Background: an optimization exercise with open tools, aiming at small area and a short achievable clock period. Do not read the settings as production practice.
No run shown here included a check of the RTL's function; only the layout flow was run.
Power and IR drop assume default switching activity.

===== flow/flow/run.sh =====
#!/bin/bash
# Layout flow: the standard ORFS flow, with
#  - port buffers of a fast, small cell instead of the default delay buffer,
#  - a clock tree without dummy balancing loads,
#  - timing repair aimed below the 16 ns clock (the clock and the SDC are unchanged;
#    repair only tries to leave more slack than the default margin).
set -euo pipefail
cd "$(dirname "$0")/.."
export BUFFER_PORTS_ARGS="-buffer_cell sky130_fd_sc_hd__buf_2"
export SETUP_SLACK_MARGIN=11.5
export CTS_ARGS="-sink_clustering_enable -repair_clock_nets -dont_use_dummy_load -buf_list {sky130_fd_sc_hd__clkbuf_8 sky130_fd_sc_hd__clkbuf_16} -sink_clustering_size 24 -sink_clustering_max_diameter 60"
bash standard.sh > standard.log 2>&1

===== flow/standard.sh =====
#!/bin/bash
# synth_recipe.tcl (not shown) runs the flow's synth.tcl, then flattens the netlist and writes it again
# the make line also repeats each setting of config.mk as NAME=value (left out here)
make -C /OpenROAD-flow-scripts/flow DESIGN_CONFIG=/design/flow/config.mk WORK_HOME=/design/flow/orfs CLKGATE_MAP_FILE= SYNTH_SCRIPT=/design/flow/synth_recipe.tcl "${@:-finish}"

===== flow/config.mk =====
export PLATFORM = sky130hd
export DESIGN_NAME = arm
export DESIGN_NICKNAME = arm
export VERILOG_FILES = /design/flow/design.v
export SDC_FILE = /design/flow/constraint.sdc
export NUM_CORES = 4
export LEC_CHECK = 0
export CAP_MARGIN = 10
export CORE_MARGIN = 2
export CORE_UTILIZATION = 65
export SLEW_MARGIN = 10
export SYNTH_HIERARCHICAL = 1
export SYNTH_MINIMUM_KEEP_SIZE = 0

===== flow/constraint.sdc =====
create_clock -name core_clock -period 16.0 [get_ports {clk}]
set_input_delay 3.2000 -clock core_clock [delete_from_list [all_inputs] [get_ports {clk}]]
set_output_delay 3.2000 -clock core_clock [all_outputs]
set_load 0.01 [all_outputs]

===== flow/design.v =====
module arm (
    input  logic        clk, rst,
    input  logic [31:0] Instr,
    input  logic [31:0] ReadData,
    output logic [31:0] WriteData,
    output logic [31:0] PC, ALUResult,
    output logic        MemWrite
);
    logic [31:0] PCF, InstrD;
    logic        RegWriteE, MemtoRegE, MemWriteE, BranchE, FlagWE;
    logic        CondExE, BranchTakenE;
    logic        SubE, LogE, OrrE;               
    logic [3:0]  RA1E, RA2E, WA3E;
    logic [31:0] RD1E, RD2E;
    logic [23:0] ImmE;
    logic        ImmMemE, ImmBrE;                
    logic        selAM, selAP, selAR, selBM, selBP, selBR;    
    logic        selSM, selSP, selSR, selSI;                 
    logic        RegWriteM, MemtoRegM, MemWriteM;
    logic [3:0]  WA3M;
    logic [31:0] ALUOutM, WriteDataM;
    logic [31:0] rf [0:14];
    logic [14:0] rf_valid;
    assign PC        = PCF;
    assign ALUResult = ALUOutM;
    assign WriteData = WriteDataM;
    assign MemWrite  = MemWriteM;
    logic isDP, isADD, isSUB, isAND, isORR, isLDR, isSTR, isMEM, isB, isBT;
    assign isADD = (InstrD[27:26] == 2'b00) && (InstrD[24:21] == 4'b0100);
    assign isSUB = (InstrD[27:26] == 2'b00) && (InstrD[24:21] == 4'b0010);
    assign isAND = (InstrD[27:21] == 7'b0000000);
    assign isORR = (InstrD[27:21] == 7'b0001100);
    logic isLDRr, isSTRr, isMEMr, isBr;
    logic [3:0] RA2Dr;
    assign isLDR = isLDRr;
    assign isSTR = isSTRr;
    assign isMEM = isMEMr;
    assign isB   = isBr;
    assign isBT  = isB & CondExE;        
    assign isDP  = isADD | isSUB | isAND | isORR;
    logic [3:0] rn, RA1D, RA2D;
    assign rn   = InstrD[19:16];
    assign RA1D = isBT ? 4'd15 : rn;
    assign RA2D = RA2Dr;
    logic ldrStallD, PCWrPendingF, StallF, FlushD, FlushE;
    assign ldrStallD    = ((RA1D == WA3E) ^ (RA2D == WA3E)) & MemtoRegE;
    assign PCWrPendingF = BranchE ? !CondExE : isBT;
    assign StallF       = ldrStallD ^ PCWrPendingF;
    assign FlushD       = PCWrPendingF | BranchTakenE;
    assign FlushE       = ldrStallD ^ BranchTakenE;
    logic [31:0] PCPlus4F, ResultM, RD1D, RD2D, AO1, AO2;
    logic [3:0]  nRA1E, nRA2E;
    logic        fwdW1, fwdW2;
    logic [14:0] rs1, rs2;
    assign PCPlus4F = PCF + 32'd4;
    assign ResultM  = MemtoRegM ? ReadData : ALUOutM;
    assign nRA1E = FlushE ? RA1E : RA1D;
    assign nRA2E = FlushE ? RA2E : RA2D;
    assign fwdW1 = RegWriteM && (FlushE ? (RA1E == WA3M) : (RA1D == WA3M));
    assign fwdW2 = RegWriteM && (FlushE ? (RA2E == WA3M) : (RA2D == WA3M));
    always_comb
        for (int i = 0; i < 15; i++) begin
            rs1[i] = !isBT && rf_valid[i] && rn == i;
            rs2[i] = rf_valid[i] && RA2D == i;
        end
    assign RD1D = fwdW1 ? ResultM : AO1;
    assign RD2D = fwdW2 ? ResultM : AO2;
    for (genvar b = 0; b < 32; b++) begin : g_rd
        logic [17:0] c1, s1, c2, s2;
        logic [5:0]  n1, n2;
        for (genvar i = 0; i < 15; i++) begin : g_col
            assign c1[i] = rf[i][b];
            assign c2[i] = rf[i][b];
        end
        assign c1[17:15] = {2'b0, PCPlus4F[b]};
        assign s1        = {2'b0, isBT, rs1};
        assign c2[17:15] = 3'b0;
        assign s2        = {3'b0, rs2};
        for (genvar k = 0; k < 5; k++) begin : g_ao
            rf_aoi222 u1 (.a0(c1[3*k]), .s0(s1[3*k]), .a1(c1[3*k+1]), .s1(s1[3*k+1]),
                          .a2(c1[3*k+2]), .s2(s1[3*k+2]), .yn(n1[k]));
            rf_aoi222 u2 (.a0(c2[3*k]), .s0(s2[3*k]), .a1(c2[3*k+1]), .s1(s2[3*k+1]),
                          .a2(c2[3*k+2]), .s2(s2[3*k+2]), .yn(n2[k]));
        end
        rf_nand2 u1x (.a(c1[15]), .b(s1[15]), .y(n1[5]));
        rf_nand6 u1o (.a(n1), .y(AO1[b]));
        rf_nand5 u2o (.a(n2[4:0]), .y(AO2[b]));
        assign n2[5] = 1'b1;
    end
    logic [31:0] ExtImmE, SrcAE, SrcBE, WriteDataE;
    logic selAPc, selARd;
    always_comb begin
        if (ImmMemE)     ExtImmE = {20'b0, ImmE[11:0]};
        else if (ImmBrE) ExtImmE = {{6{ImmE[23]}}, ImmE[23:0], 2'b00};
        else             ExtImmE = {{24{ImmE[7]}}, ImmE[7:0]};
    end
    assign selAPc = selAP & !BranchTakenE;
    assign selARd = selAR | (selAP & BranchTakenE);
    assign SrcAE = ({32{selAM}} & ALUOutM) | ({32{selAPc}} & PCF) | ({32{selARd}} & RD1E);
    assign WriteDataE = ({32{selBM}} & ALUOutM) | ({32{selBP}} & PCF) | ({32{selBR}} & RD2E);
    assign SrcBE = ({32{selSM}} & ALUOutM) | ({32{selSP}} & PCF) | ({32{selSR}} & RD2E) |
                   ({32{selSI}} & ExtImmE);
    logic [31:0] bm, sum, gen, prp, ALUResultE;
    logic        cout;
    logic [33:0] sum34;
    assign bm    = SrcBE ^ {32{SubE}};
    assign sum34 = {1'b0, SrcAE, 1'b1} + {1'b0, bm, SubE};
    assign sum   = sum34[32:1];
    assign cout  = sum34[33];
    assign gen   = SrcAE & bm;         
    assign prp   = SrcAE ^ bm;
    assign ALUResultE = LogE ? (OrrE ? (gen | prp) : gen) : sum;
    logic [31:0] need;
    logic zSum, zLog;
    assign need = {SrcAE[30:0] | bm[30:0], SubE};
    assign zSum = &(~(prp ^ need));
    assign zLog = ~|(OrrE ? (gen | prp) : gen);
    logic fN, fZ, fC, fV;
    assign fN = FlagWE & ALUResultE[31];
    assign fZ = FlagWE & (LogE ? zLog : zSum);
    assign fC = FlagWE & ~LogE & cout;
    assign fV = FlagWE & ~LogE & ~SubE & (SrcAE[31] == SrcBE[31]) & (SrcAE[31] ^ sum[31]);
    logic CondExD;
    always_comb begin
        case (InstrD[31:28])
            4'b0000: CondExD = fZ;
            4'b0001: CondExD = !fZ;
            4'b0010: CondExD = fC;
            4'b0011: CondExD = !fC;
            4'b0100: CondExD = fN;
            4'b0101: CondExD = !fN;
            4'b0110: CondExD = fV;
            4'b0111: CondExD = !fV;
            4'b1000: CondExD = !fZ && fC;
            4'b1001: CondExD = fZ || !fC;
            4'b1010: CondExD = !(fN ^ fV);
            4'b1011: CondExD = fN ^ fV;
            4'b1100: CondExD = !fZ && !(fN ^ fV);
            4'b1101: CondExD = fZ || (fN ^ fV);
            4'b1110: CondExD = 1'b1;
            default: CondExD = 1'b0;
        endcase
    end
    logic [31:0] PCPrime;
    assign PCPrime = BranchTakenE ? sum : PCPlus4F;
    logic [3:0] nWA3M;
    logic       nRWM, nAM, nBM;
    assign nWA3M = BranchTakenE ? WA3M : WA3E;
    assign nRWM  = BranchTakenE ? RegWriteM : (RegWriteE & CondExE);
    assign nAM   = nRWM & (nRA1E == nWA3M);
    assign nBM   = nRWM & (nRA2E == nWA3M);
    logic ALUSrcD, nALUSrc;
    assign ALUSrcD = ((isADD | isSUB) & InstrD[25]) | isMEM | isBT;
    assign nALUSrc = !FlushE & ALUSrcD;
    logic pLDR, pSTR;
    assign pLDR = Instr[27:20] == 8'b01011001;
    assign pSTR = Instr[27:20] == 8'b01011000;
    always_ff @(posedge clk) begin
        if (rst)          PCF <= 32'b0;
        else if (!StallF) PCF <= PCPrime;
        if (FlushD || rst) begin
            InstrD <= 32'b0;
            isLDRr <= 1'b0;
            isSTRr <= 1'b0;
            isMEMr <= 1'b0;
            isBr   <= 1'b0;
            RA2Dr  <= 4'b0;
        end else if (!ldrStallD) begin
            InstrD <= Instr;
            isLDRr <= pLDR;
            isSTRr <= pSTR;
            isMEMr <= pLDR | pSTR;
            isBr   <= Instr[27:24] == 4'b1010;
            RA2Dr  <= (pLDR | pSTR) ? Instr[15:12] : Instr[3:0];
        end
        RA1E    <= nRA1E;
        RA2E    <= nRA2E;
        selAM   <= nAM;
        selAP   <= !nAM & !fwdW1 & (nRA1E == 4'd15);
        selAR   <= !nAM & (fwdW1 | (!FlushE & (nRA1E != 4'd15)));
        selBM   <= nBM;
        selBP   <= !nBM & !fwdW2 & (nRA2E == 4'd15);
        selBR   <= !nBM & (fwdW2 | (!FlushE & (nRA2E != 4'd15)));
        selSI   <= nALUSrc;
        selSM   <= !nALUSrc & nBM;
        selSP   <= !nALUSrc & !nBM & !fwdW2 & (nRA2E == 4'd15);
        selSR   <= !nALUSrc & !nBM & (fwdW2 | (!FlushE & (nRA2E != 4'd15)));
        WA3E    <= InstrD[15:12];
        RD1E    <= RD1D;
        RD2E    <= RD2D;
        ImmE    <= InstrD[23:0];
        ImmMemE <= isMEM;
        ImmBrE  <= isBT;
        if (!FlushE) begin
            RegWriteE    <= isDP | isLDR;
            MemtoRegE    <= isLDR;
            MemWriteE    <= isSTR;
            SubE         <= isSUB;
            LogE         <= isAND | isORR;
            OrrE         <= isORR;
            BranchE      <= isBT;
            FlagWE       <= isDP & InstrD[20];
            CondExE      <= CondExD;
            BranchTakenE <= isBT & CondExD;
        end else begin
            RegWriteE    <= 1'b0;
            MemtoRegE    <= 1'b0;
            MemWriteE    <= 1'b0;
            SubE         <= 1'b0;
            LogE         <= 1'b0;
            OrrE         <= 1'b0;
            BranchE      <= 1'b0;
            FlagWE       <= 1'b0;
            CondExE      <= 1'b0;
            BranchTakenE <= 1'b0;
        end
        if (!BranchTakenE) begin
            RegWriteM  <= RegWriteE & CondExE;
            MemtoRegM  <= MemtoRegE;
            MemWriteM  <= MemWriteE & CondExE;
            WriteDataM <= WriteDataE;
            ALUOutM    <= ALUResultE;
            WA3M       <= WA3E;
        end
        for (int i = 0; i < 15; i++)
            if (RegWriteM && WA3M == i) rf[i] <= ResultM;
        rf_valid <= (rst ? 15'b0 : rf_valid) | ({14'b0, RegWriteM} << WA3M);
    end
endmodule
module rf_aoi222 (
    input  logic a0, s0, a1, s1, a2, s2,
    output logic yn
);
    assign yn = ~((a0 & s0) | (a1 & s1) | (a2 & s2));
endmodule
module rf_nand5 (
    input  logic [4:0] a,
    output logic       y
);
    assign y = ~&a;
endmodule
module rf_nand2 (
    input  logic a, b,
    output logic y
);
    assign y = ~(a & b);
endmodule
module rf_nand6 (
    input  logic [5:0] a,
    output logic       y
);
    assign y = ~&a;
endmodule

==> reports/metrics.yaml, run 1 <==
vias: 30900
rsz0062_at_grt: "true"
yosys_warnings: 8
clock_sinks: 756
p_seq_frac: 0.593
power.share.clock: 0.305
synth_area_leaders: "edfxtp_1, dfxtp_1, a222oi_1"
synth_common_cells: "edfxtp_1, a222oi_1, dfxtp_1, nand2_1, nor2_1"
path_max_fanout: 2
cp_slowest_cell: "edfxtp_1"
whs_ns: 0.349
cts_htree_levels: 2
firstDrtPassIters: 13
die_area_mm2: 0.0574
drc: 0
yosysMostFrequentCell: "edfxtp_1"
grt_use_total: 0.468
power_frac_comb: 0.102
cts_made_buffers: 47
setup_viol: 0
wl_met1_mm: 45.1
synthesis.area_mm2: 0.0361
synthArstFlopShare: 0
vdd_drop_max_v: 0.000102
switching_share: 0.246
drive_above_1_share: 0.190
core-area_mm2: 0.0550
grt_first_pass_wirelength_mm: 194
wl_per_cell_um: 35.3
p_leak_nw: 15.6
worstPathCellList: "buf_2"
overflow: 0
finalCritPeriodShare: 0.284
hold_path.class: "register to register"
globalplace.congestion: 1.02
cpPeakStageDelay_ns: 0.52
synth_edf_count: 546
synth_top_area_share: 0.454
dp_hpwl_mm: 84.1
antenna_found_initial: 7
path_clk_slew_ns: 0.09
clock_skew_ns: 0.105
cp_top_family: "flip-flops"
critPathArrivalTime_ns: 1.34
die_x_um: 240
area.growth.synth_to_final_pct: 12.1
tns_ns: 0
critical_path_buf_inv_count: 1
ios: 163
totalPowerFinal_mw: 3.73
drv_cap: 0
grt_pass1_vias: 29600
synth_cell_types: 82
seq_area_frac_synth: 0.571
p_int_mw: 2.81
grt_start_max_net_pins: 69
synth-seq-cells: 756
start_util: 0.657
slew_headroom: 0.337
port_buffers: 162
worstPathRequired_ns: 12.80
status: "timing/DRC/antenna clean"
cts_tree: "done"
tightest_slew_ns: 0.986
die_h_um: 240
fin_nets: 3310
via_per_inst: 7.91
clk_path_buf_depth: 3
wl_mm: 138
hold_violations: 0
holdBufCountCts: 0
synth_area_leader_cell: "edfxtp_1"
min_period_ns: 4.54
worst-setup-path-type: "register to output pin"
clockRootBuffer: "clkbuf_16"
syn_inst: 2925
routed.top_layer: "met5"
nFillCells: 3689
clk-insertion-delay-late_ns: 0.65
ant_nets: 0
synth_ff_type: "edfxtp_1"
synth_area_per_cell_um2: 12.3
wl_met2_mm: 57.6
rows: 86
final_max_slew_viol_count: 0
dr.first_iter.drc_count: 7169
crit_path_start_kind: "register"
fmax_ghz: 0.220
end_kind: "output pin"
route.met3.wl_mm: 23.6
power_density_mw_per_mm2: 92.1
p_sw_uw: 917
stage by stage:
stage / util / worst slack [ns] / cells / area, um^2
after floorplan: - / 11.53 / 2925 / 36100
after global placement: 0.688 / 10.74 / 3744 / 37900
after detailed placement: 0.688 / 10.61 / 3744 / 37900
after CTS: 0.725 / 11.44 / 3863 / 39900
after global routing: 0.736 / 11.43 / 3902 / 40500
final: 0.736 / 11.46 / 3906 / 40500
modules after synthesis (local to each module, per instance):
module / cell area, um^2 / flip-flops and latches / times used
rf_nand6: 13.8 / 0 / 32
rf_aoi222: 10.0 / 0 / 320
rf_nand2: 3.75 / 0 / 32
rf_nand5: 11.3 / 0 / 32
arm: 32000 / 756 / 1
worst paths after layout:
kind,from,to,slack (ns),cells past startpoint
min,InstrD[15],ImmE[15],0.35,0
max reg2reg,selSP,BranchTakenE,11.51,15
min reg2reg,InstrD[15],ImmE[15],0.35,0
max,ALUOutM[26],ALUResult[26],11.46,1
state kept, by name, indices dropped and copies added, names as in the netlist, 4 cells and up:
signal / flops
ALUOutM: 32
ImmE: 24
InstrD: 32
PCF: 32
RA1E: 4
RA2Dr: 4
RA2E: 4
RD1E: 32
RD2E: 32
WA3M: 4
WriteDataM: 32
rf: 480
rf_valid: 15
routing by layer:
layer	global-route usage	vias to the layer above
met5	0	-
met4	0.320	8
met3	0.149	707
met2	0.674	3180
met1	0.605	14600
li1	-	12400
kinds of logic (layout without fill, tap and decap cells):
group,Yosys count,after routing,share of synthesized area
other,0,4,0
AOI/OAI and AO/OA,729,729,0.172
adders and majority gates,88,88,0.0305
muxes,178,178,0.0533
and+or+nand+nor,730,733,0.103
xor gates and xnor gates,153,153,0.0382
DFF,756,756,0.571
buffers and inverters,291,517,0.0322
placed cells by master, fill, tap and decap left out, types with 29 or more instances in the layout:
cell,instances
o21ai_0,81
buf_2,162
clkbuf_16,47
inv_1,130
xor2_1,43
nand3_1,121
nor2_1,136
dfxtp_1,173
o211ai_1,29
ha_1,73
and4_1,40
and3_1,72
nor3_1,38
xnor2_1,98
nand2_1,172
buf_4,160
a222oi_1,414
a21o_1,33
mux2i_1,73
a21oi_1,60
edfxtp_1,546
mux2_2,84
power groups by stage:
stage / Clock [mW] / Sequential, mW / Combinational (mW)
floorplan: 0 / 2.23 / 0.197
global placement: 0 / 2.26 / 0.306
detailed placement: 0 / 2.26 / 0.313
CTS: 1.13 / 2.21 / 0.345
global route: 1.19 / 2.21 / 0.397
finish: 1.14 / 2.21 / 0.379
repair_timing:
action | CTS | global route
endpoints found under the setup margin | 162 | 97
pin swaps | 30 | 51
cloned | 3 | 2
gates resized for setup | 76 | 61
buffers inserted | 69 | 37
area by class of cell:
cell class              instances  area [um^2]  share of cell area
clock buffers                  47         1180              0.0291
inverters                     135          523              0.0129
well taps                     748          936              0.0231
flip-flops and latches        756        20700               0.511
diodes                          4         10.0            0.000247
repair buffers                335         2260              0.0559
multi-input cells            1881        14900               0.368
==> inputs of run 2 (changes only) <==
--- a/flow/design.v
+++ b/flow/design.v
@@ -65,5 +65,7 @@
         end
     assign RD1D = fwdW1 ? ResultM : AO1;
-    assign RD2D = fwdW2 ? ResultM : AO2;
+    logic invD;
+    assign invD = isSUB & !FlushE;
+    assign RD2D = (fwdW2 ? ResultM : AO2) ^ {32{invD}};
     for (genvar b = 0; b < 32; b++) begin : g_rd
         logic [17:0] c1, s1, c2, s2;
@@ -88,5 +90,5 @@
         assign n2[5] = 1'b1;
     end
-    logic [31:0] ExtImmE, SrcAE, SrcBE, WriteDataE;
+    logic [31:0] ExtImmE, SrcAE, WriteDataE, bm;
     logic selAPc, selARd;
     always_comb begin
@@ -99,10 +101,11 @@
     assign SrcAE = ({32{selAM}} & ALUOutM) | ({32{selAPc}} & PCF) | ({32{selARd}} & RD1E);
     assign WriteDataE = ({32{selBM}} & ALUOutM) | ({32{selBP}} & PCF) | ({32{selBR}} & RD2E);
-    assign SrcBE = ({32{selSM}} & ALUOutM) | ({32{selSP}} & PCF) | ({32{selSR}} & RD2E) |
-                   ({32{selSI}} & ExtImmE);
-    logic [31:0] bm, sum, gen, prp, ALUResultE;
+    logic [31:0] SubMask;
+    assign SubMask = {32{SubE}};
+    assign bm = ({32{selSM}} & (ALUOutM ^ SubMask)) | ({32{selSP}} & (PCF ^ SubMask)) |
+                ({32{selSR}} & RD2E) | ({32{selSI}} & (ExtImmE ^ SubMask));
+    logic [31:0] sum, gen, prp, ALUResultE;
     logic        cout;
     logic [33:0] sum34;
-    assign bm    = SrcBE ^ {32{SubE}};
     assign sum34 = {1'b0, SrcAE, 1'b1} + {1'b0, bm, SubE};
     assign sum   = sum34[32:1];
@@ -120,5 +123,5 @@
     assign fZ = FlagWE & (LogE ? zLog : zSum);
     assign fC = FlagWE & ~LogE & cout;
-    assign fV = FlagWE & ~LogE & ~SubE & (SrcAE[31] == SrcBE[31]) & (SrcAE[31] ^ sum[31]);
+    assign fV = FlagWE & ~LogE & ~SubE & (SrcAE[31] == bm[31]) & (SrcAE[31] ^ sum[31]);
     logic CondExD;
     always_comb begin
--- a/flow/config.mk
+++ b/flow/config.mk
@@ -6,8 +6,8 @@
 export NUM_CORES = 4
 export LEC_CHECK = 0
-export CAP_MARGIN = 10
+export CAP_MARGIN = 20
 export CORE_MARGIN = 2
-export CORE_UTILIZATION = 65
-export SLEW_MARGIN = 10
+export CORE_UTILIZATION = 55
+export SLEW_MARGIN = 20
 export SYNTH_HIERARCHICAL = 1
 export SYNTH_MINIMUM_KEEP_SIZE = 0
==> run 2 against run 1 <==
  * Synthesized cell count increased by 5.5%
  * Total power rose by 7.3%
  * Area after synthesis up 2.6%
  * Critical path type is now register to register
  * Highest routed layer unchanged
==> reports/metrics.yaml, run 2 <==
ant_nets: 0
synth-seq-cells: 756
holdBufCountCts: 0
synthesis.area_mm2: 0.0370
tns_ns: 0
critPathArrivalTime_ns: 5.07
worst-setup-path-type: "register to register"
synth_area_per_cell_um2: 12.0
vias: 31000
tightest_slew_ns: 1.03
firstDrtPassIters: 12
cp_slowest_cell: "a222oi_1"
port_buffers: 162
rows: 95
synth_common_cells: "edfxtp_1, a222oi_1, dfxtp_1, nand2_1, nor2_1"
drive_above_1_share: 0.175
clockRootBuffer: "clkbuf_16"
status: "timing/DRC/antenna clean"
cts_htree_levels: 2
hold_depth: 0
synth_cell_types: 84
crit_top_cell: "buf_4"
crit_start: "BranchTakenE"
grt_start_max_net_pins: 72
power_density_mw_per_mm2: 96.2
via_per_inst: 7.50
ios: 163
nFillCells: 5345
area.growth.synth_to_final_pct: 12.2
min_period_ns: 4.56
dr.first_iter.drc_count: 6596
grt_use_total: 0.402
crit_end: "CondExE"
clk_path_buf_depth: 3
hold_violations: 0
reg2reg_from: "BranchTakenE"
path_clk_slew_ns: 0.07
synth_area_leader_cell: "edfxtp_1"
drv_cap: 0
die_x_um: 264
slew_headroom: 0.314
top_register: "rf"
synth_top_area_share: 0.443
worstPathCellList: "nor2b_2 -> buf_4 -> a222oi_1 -> inv_1 -> ha_2 -> nor2b_1 -> o311a_1 -> o21ai_2 -> a2111oi_4 -> buf_4 -> nor3_1 -> or3b_1 -> a32oi_2 -> xnor2_2 -> a221oi_2 -> o211ai_1"
cpPeakStageDelay_ns: 0.51
worstPathRequired_ns: 16.50
dp_hpwl_mm: 90.7
seq_area_frac_synth: 0.556
layout_common_cells: "edfxtp_1, a222oi_1, nand2_1"
end_kind: "register"
dp_slack_ns: 10.38
globalplace.congestion: 1.05
crit_path_start_kind: "register"
yosys_warnings: 8
p_leak_nw: 15.7
setup_viol: 0
fin_nets: 3423
final_core_util: 0.621
drc: 0
hold_path.class: "register to register"
fmax_ghz: 0.219
synthArstFlopShare: 0
start_util: 0.554
overflow: 0
core-area_mm2: 0.0669
wl_per_cell_um: 35.1
largest_reg_flops: 480
clock_skew_ns: 0.106
die_area_mm2: 0.0694
clock_sinks: 756
seqCellArea_mm2: 0.0207
multi_input_area_mm2: 0.0158
path_max_fanout: 32
final_common_cell: "edfxtp_1"
place_area_mm2: 0.0389
syn_inst: 3087
cts_made_buffers: 54
die_h_um: 264
synth_ff_type: "edfxtp_1"
wl_mm: 145
final.setup.worst_slack_ns: 11.44
finalCritPeriodShare: 0.285
final_max_slew_viol_count: 0
grt_pass1_vias: 29200
rr_worst_depth: 16
grt_first_pass_wirelength_mm: 203
clk-insertion-delay-late_ns: 0.67
r2r_end: "CondExE"
rsz0062_at_grt: "true"
synth_edf_count: 546
synth_area_leaders: "edfxtp_1, dfxtp_1, a222oi_1"
final_area_mm2: 0.0416
yosysMostFrequentCell: "edfxtp_1"
ff2ff_setup_slack_ns: 11.44
cts_tree: "done"
vdd_drop_max_v: 0.000110
totalPowerFinal_mw: 4.00
antenna_found_initial: 5
run 2: cell types whose count changed in the layout (fill, tap and decap cells not counted), sizes merged, moves of 30 or more:
cell	before	now
mux2	104	69
xor2	46	94
nand2	175	210
mux2i	74	104
a21oi	61	104
o211ai	29	61
run 2: worst min path at each step:
stage	slack [ns]	from	endpoint
final	0.35	InstrD[2]	ImmE[2]
after global routing	0.35	InstrD[13]	ImmE[13]
after CTS	0.35	InstrD[2]	ImmE[2]
after detailed placement	0.34	InstrD[15]	ImmE[15]
after global placement	0.34	InstrD[15]	ImmE[15]
after floorplan	0.33	InstrD[19]	ImmE[19]
run 2: cell families after synthesis:
kind of cell,after synthesis,synth area share
xor gates and xnor gates,191,0.0459
buffers and inverters,330,0.0357
adders and majority gates,91,0.0309
and+or+nand+nor,725,0.0985
DFF,756,0.556
muxes,173,0.0492
AOI/OAI and AO/OA,821,0.184
run 2: critical path, delay by kind of cell, from the launching register on:
family                   cells  cell delay, ns
AO/OA/AOI/OAI                7            1.97
XOR/XNOR                     1            0.09
adder cells (fa/ha/maj)      1            0.41
buffers and inverters        3            0.59
flip-flops                   1            0.50
AND/OR/NAND/NOR              4            0.85
run 2: modules after synthesis, one instance, submodules excluded:
module | area (um^2) | flops+latches
rf_nand5 | 11.3 | 0
arm | 32900 | 756
rf_aoi222 | 10.0 | 0
rf_nand6 | 13.8 | 0
rf_nand2 | 3.75 | 0
run 2: final cells by class:
cell class | count | share of cell area
diodes | 1 | 0.0000602
clock buffers | 54 | 0.0325
inverters | 138 | 0.0129
multi-input cells | 2002 | 0.380
flip-flops and latches | 756 | 0.498
well taps | 873 | 0.0263
repair buffers | 313 | 0.0506
repair inverters | 1 | 0.000181
run 2: where the power goes:
group / internal, mW / total (mW) / switching [mW]
Combinational: 0.167 / 0.505 / 0.338
Sequential: 2.19 / 2.26 / 0.0643
Clock: 0.591 / 1.24 / 0.646
run 2: metrics by stage:
stage,std cells,hold WS (ns)
2_1_floorplan,3087,0.326
3_3_place_gp,4005,0.340
3_5_place_dp,4005,0.338
4_1_cts,4109,0.351
5_1_grt,4137,0.354
6_report,4138,0.351
run 2: layer usage:
metal	GRT usage	wire length, um
met1	0.527	52800
met2	0.610	63500
met3	0.117	20500
met4	0.200	8510
met5	0	41
run 2: repair_timing:
| item | 4_1_cts | 5_1_grt |
|---|---|---|
| setup endpoints to repair | 165 | 71 |
| gates resized for setup | 121 | 68 |
| gates cloned | 1 | 3 |
| setup buffers | 49 | 25 |
| pin swaps | 15 | 30 |
==> inputs of run 3 (changes only) <==
--- a/flow/design.v
+++ b/flow/design.v
@@ -104,5 +104,5 @@
     assign SubMask = {32{SubE}};
     assign bm = ({32{selSM}} & (ALUOutM ^ SubMask)) | ({32{selSP}} & (PCF ^ SubMask)) |
-                ({32{selSR}} & RD2E) | ({32{selSI}} & (ExtImmE ^ SubMask));
+                ({32{selSR}} & RD2E) | ({32{selSI}} & ExtImmE);
     logic [31:0] sum, gen, prp, ALUResultE;
     logic        cout;
@@ -119,30 +119,18 @@
     assign zSum = &(~(prp ^ need));
     assign zLog = ~|(OrrE ? (gen | prp) : gen);
-    logic fN, fZ, fC, fV;
-    assign fN = FlagWE & ALUResultE[31];
-    assign fZ = FlagWE & (LogE ? zLog : zSum);
-    assign fC = FlagWE & ~LogE & cout;
-    assign fV = FlagWE & ~LogE & ~SubE & (SrcAE[31] == bm[31]) & (SrcAE[31] ^ sum[31]);
-    logic CondExD;
-    always_comb begin
-        case (InstrD[31:28])
-            4'b0000: CondExD = fZ;
-            4'b0001: CondExD = !fZ;
-            4'b0010: CondExD = fC;
-            4'b0011: CondExD = !fC;
-            4'b0100: CondExD = fN;
-            4'b0101: CondExD = !fN;
-            4'b0110: CondExD = fV;
-            4'b0111: CondExD = !fV;
-            4'b1000: CondExD = !fZ && fC;
-            4'b1001: CondExD = fZ || !fC;
-            4'b1010: CondExD = !(fN ^ fV);
-            4'b1011: CondExD = fN ^ fV;
-            4'b1100: CondExD = !fZ && !(fN ^ fV);
-            4'b1101: CondExD = fZ || (fN ^ fV);
-            4'b1110: CondExD = 1'b1;
-            default: CondExD = 1'b0;
-        endcase
-    end
+    logic fN, fC, fV, zRaw;
+    assign fN   = FlagWE & ALUResultE[31];
+    assign zRaw = LogE ? zLog : zSum;
+    assign fC   = FlagWE & ~LogE & cout;
+    assign fV   = FlagWE & ~LogE & ~SubE & (SrcAE[31] == bm[31]) & (SrcAE[31] ^ sum[31]);
+    logic ce0, ce1, cx0, cx1, bt0, bt1, nCondExE, nBranchTakenE;
+    cond_eval u_ce0 (.c(InstrD[31:28]), .n(fN), .z(1'b0),   .cc(fC), .v(fV), .y(ce0));
+    cond_eval u_ce1 (.c(InstrD[31:28]), .n(fN), .z(FlagWE), .cc(fC), .v(fV), .y(ce1));
+    assign cx0 = !FlushE & ce0;
+    assign cx1 = !FlushE & ce1;
+    assign bt0 = cx0 & isBT;
+    assign bt1 = cx1 & isBT;
+    zsel_mux u_zc (.s(zRaw), .a0(cx0), .a1(cx1), .y(nCondExE));
+    zsel_mux u_zb (.s(zRaw), .a0(bt0), .a1(bt1), .y(nBranchTakenE));
     logic [31:0] PCPrime;
     assign PCPrime = BranchTakenE ? sum : PCPlus4F;
@@ -177,4 +165,6 @@
             RA2Dr  <= (pLDR | pSTR) ? Instr[15:12] : Instr[3:0];
         end
+        CondExE      <= nCondExE;
+        BranchTakenE <= nBranchTakenE;
         RA1E    <= nRA1E;
         RA2E    <= nRA2E;
@@ -192,5 +182,5 @@
         RD1E    <= RD1D;
         RD2E    <= RD2D;
-        ImmE    <= InstrD[23:0];
+        ImmE    <= InstrD[23:0] ^ {24{isSUB}};    
         ImmMemE <= isMEM;
         ImmBrE  <= isBT;
@@ -204,6 +194,4 @@
             BranchE      <= isBT;
             FlagWE       <= isDP & InstrD[20];
-            CondExE      <= CondExD;
-            BranchTakenE <= isBT & CondExD;
         end else begin
             RegWriteE    <= 1'b0;
@@ -215,6 +203,4 @@
             BranchE      <= 1'b0;
             FlagWE       <= 1'b0;
-            CondExE      <= 1'b0;
-            BranchTakenE <= 1'b0;
         end
         if (!BranchTakenE) begin
@@ -255,2 +241,34 @@
     assign y = ~&a;
 endmodule
+module cond_eval (
+    input  logic [3:0] c,
+    input  logic       n, z, cc, v,
+    output logic       y
+);
+    always_comb begin
+        case (c)
+            4'b0000: y = z;
+            4'b0001: y = !z;
+            4'b0010: y = cc;
+            4'b0011: y = !cc;
+            4'b0100: y = n;
+            4'b0101: y = !n;
+            4'b0110: y = v;
+            4'b0111: y = !v;
+            4'b1000: y = !z && cc;
+            4'b1001: y = z || !cc;
+            4'b1010: y = !(n ^ v);
+            4'b1011: y = n ^ v;
+            4'b1100: y = !z && !(n ^ v);
+            4'b1101: y = z || (n ^ v);
+            4'b1110: y = 1'b1;
+            default: y = 1'b0;
+        endcase
+    end
+endmodule
+module zsel_mux (
+    input  logic s, a0, a1,
+    output logic y
+);
+    assign y = s ? a1 : a0;
+endmodule
==> run 3 against run 2 <==
  * Die area about the same
  * Cell area increased by 2.2%
  * Critical path depth increased by 6
  * Register-to-register slack got worse by 0.56 ns
  * Clock skew decreased by 0.0046 ns
  * Routed wire length increased by 4.8%
  * Non-clock buffer count increased by 104
==> reports/metrics.yaml, run 3 <==
die_h_um: 264
tightest_slew_ns: 0.930
totalPowerFinal_mw: 4.12
die_area_mm2: 0.0695
whs_endpoint: "WA3E[2]"
synthArstFlopShare: 0
rows: 95
vdd_drop_max_v: 0.0000898
drv_cap: 0
dr.first_iter.drc_count: 6890
top_register: "rf"
dp_hpwl_mm: 95.2
firstDrtPassIters: 13
seq_area_frac_synth: 0.558
grt_use_total: 0.426
wl_mm: 152
worstPathRequired_ns: 16.46
clockRootBuffer: "clkbuf_16"
end_kind: "register"
ios: 163
critical_path_buf_inv_count: 4
ff2ff_setup_slack_ns: 10.88
finalCritPeriodShare: 0.320
p_leak_nw: 15.9
cp_slowest_cell: "a222oi_1"
synth_area_leader_cell: "edfxtp_1"
synth_area_leaders: "edfxtp_1, dfxtp_1, a222oi_1"
rsz0062_at_grt: "true"
crit_path_start_kind: "register"
drc: 0
via_per_inst: 7.47
power_density_mw_per_mm2: 96.9
final_common_cell: "edfxtp_1"
holdBufCountCts: 0
synth_cell_types: 81
clock_skew_ns: 0.102
synth_top_area_share: 0.442
fin_nets: 3561
port_buffers: 162
clk-insertion-delay-late_ns: 0.66
critPathArrivalTime_ns: 5.58
largest_reg_flops: 480
cts_made_buffers: 53
reg2reg_from: "BranchTakenE"
synth_ff_type: "edfxtp_1"
clk_path_buf_depth: 3
clock_sinks: 760
globalplace.congestion: 1.03
tns_ns: 0
synth_edf_count: 546
synthesis.area_mm2: 0.0371
fmax_ghz: 0.195
yosys_warnings: 9
cp_top_family: "compound AO/OA/AOI/OAI gates"
die_x_um: 264
hold_path.class: "register to register"
hold_depth: 0
hold_violations: 0
final_core_util: 0.635
final.setup.worst_slack_ns: 10.88
nFillCells: 5202
grt_pass1_vias: 30300
area.growth.synth_to_final_pct: 14.6
synth_area_per_cell_um2: 11.9
cpPeakStageDelay_ns: 0.40
layout_common_cells: "edfxtp_1, a222oi_1, buf_4"
min_period_ns: 5.12
drive_above_1_share: 0.191
wl_per_cell_um: 35.6
hp-start: "InstrD[14]"
synth-seq-cells: 760
start_util: 0.554
worst-setup-path-type: "register to register"
worstPathCellList: "buf_12 -> a21o_4 -> buf_12 -> a222oi_1 -> inv_1 -> ha_4 -> nor2b_2 -> o21ai_2 -> a21oi_2 -> o31a_1 -> a21oi_4 -> o211ai_1 -> nand3_2 -> xnor2_2 -> nor4_4 -> buf_6 -> xnor2_2 -> o22ai_1 -> a211o_1 -> a211o_1 -> and2_1 -> mux2_4"
dp_slack_ns: 9.80
syn_inst: 3104
yosysMostFrequentCell: "edfxtp_1"
synth_common_cells: "edfxtp_1, a222oi_1, dfxtp_1, nand2_1, nor2_1"
path_clk_slew_ns: 0.09
cts_tree: "done"
cts_htree_levels: 2
core-area_mm2: 0.0669
r2r_end: "CondExE"
status: "timing/DRC/antenna clean"
grt_start_max_net_pins: 63
rr_worst_depth: 22
antenna_found_initial: 6
overflow: 0
final_max_slew_viol_count: 0
grt_first_pass_wirelength_mm: 214
slew_headroom: 0.380
setup_viol: 0
path_max_fanout: 18
ant_nets: 0
vias: 32000
## run 3: cell count changes in the layout (fill, tap and decap cells not counted), moves of 11 or more
cell,before,now
a211o_1,0,12
a22oi_1,11,22
buf_4,136,230
buf_6,4,16
o211ai_1,61,32
o21ai_0,79,100
o22ai_1,4,30
xnor2_1,93,113
xor2_1,93,60
## run 3: worst register-to-register path: cells and delay by family, from the launching register on
kind / cells / cell delay (ns)
AO/OA/AOI/OAI: 10 / 2.31
multiplexers: 1 / 0.26
AND/OR/NAND/NOR: 4 / 0.75
adder cells (fa/ha/maj): 1 / 0.30
buffers and inverters: 4 / 0.63
flip-flops: 1 / 0.35
XOR/XNOR: 2 / 0.35
## run 3: logic make-up (layout without fill, tap and decap cells)
group,after synthesis,after routing,synth area share
other,1,7,0.000101
and+or+nand+nor,744,744,0.102
adders and majority gates,93,93,0.0316
DFF,760,760,0.558
buffers and inverters,323,614,0.0338
AOI/OAI and AO/OA,841,842,0.185
xor gates and xnor gates,180,180,0.0432
muxes,162,163,0.0470
## run 3: timing repair
action,4_1_cts,5_1_grt
pin swaps,47,8
setup buffers,155,17
setup endpoints to repair,146,89
resized for setup,129,21
cloned,9,0
## run 3: through the flow
| step | instance area (um^2) | cells | hold WS (ns) |
|---|---|---|---|
| 3_5_place_dp | 39100 | 4039 | 0.389 |
| 6_report | 42500 | 4276 | 0.419 |
| 5_1_grt | 42500 | 4274 | 0.428 |
| 2_1_floorplan | 37200 | 3107 | 0.351 |
| 4_1_cts | 42300 | 4256 | 0.422 |
| 3_3_place_gp | 39100 | 4038 | 0.384 |
## run 3: Yosys stat by module (local to each module, per instance)
module	times used	flip-flops and latches	cell area (um^2)	cells
arm	1	760	32500	2566
rf_aoi222	320	0	10.0	1
rf_nand6	32	0	13.8	2
cond_eval	2	0	194	28
zsel_mux	2	0	15.0	1
rf_nand2	32	0	3.75	1
rf_nand5	32	0	11.3	2
## run 3: area by class of cell
class,instances,area [um^2],share of cell area
Timing Repair Buffer,417,3040,0.0715
Antenna cell,3,7.51,0.000177
Sequential cell,760,20800,0.489
Tap cell,873,1090,0.0257
Clock buffer,53,1330,0.0312
Inverter,143,554,0.0130
Multi-Input combinational cell,2026,15700,0.369
Timing Repair inverter,1,7.51,0.000177
## run 3: worst max-delay path by stage
| stage | from | to | slack, ns | depth (start not counted) |
|---|---|---|---|---|
| 3_5_place_dp | SubE | BranchTakenE | 9.80 | 21 |
| 4_1_cts | BranchTakenE | CondExE | 11.03 | 22 |
| 6_report | BranchTakenE | CondExE | 10.88 | 22 |
| 5_1_grt | BranchTakenE | CondExE | 10.77 | 22 |
| 2_1_floorplan | BranchTakenE | BranchTakenE | 11.11 | 22 |
| 3_3_place_gp | SubE | BranchTakenE | 9.84 | 21 |
## run 3: routing by layer
layer	global-route usage	routed length [um]	vias up
met1	0.571	54500	15400
met4	0.228	9810	4
met3	0.121	23400	477
met2	0.626	64600	2944
met5	0.00277	18	-
li1	-	-	13100
## run 3: where the power goes
group          switching, mW  internal, mW
logic                  0.374         0.215
registers             0.0922          2.22
clock network          0.638         0.581

==> re-timing with driven ports <==
How much do the figures lean on ideal ports? The routed layouts below were timed once more, with nothing changed but the port constraints.
Step 1 sets driving cells, clkbuf_16 on the clock port and buf_2 on the other inputs (assumed; they add their load-dependent delay and slew).
Step 2 moves the port delays by t, midway between the first and last clock arrival at a register: inputs arrive t later, outputs are due t later. That takes back most of the time a late clock gives input paths.
Slacks: ideal / step 1 / step 2; pairs: ideal / step 1.
| run | t, ns | setup WS [ns] | worst setup path after step 2 | worst register clock-pin slew, ns | pins driven straight from the clock port |
|---|---|---|---|---|---|
| run 1 | 0.660 | 11.459 / 11.398 / 11.154 | input to register | 0.09 / 0.09 | 1 |
| run 2 | 0.688 | 11.436 / 11.425 / 11.004 | input to register | 0.10 / 0.10 | 1 |
| run 3 | 0.680 | 10.881 / 10.881 / 10.881 | register to register | 0.09 / 0.09 | 1 |
After both steps setup and hold are still met in every run listed. The setup slack of run 2, which loses most, moves by -0.011 ns with the drivers and by -0.432 ns with both steps.
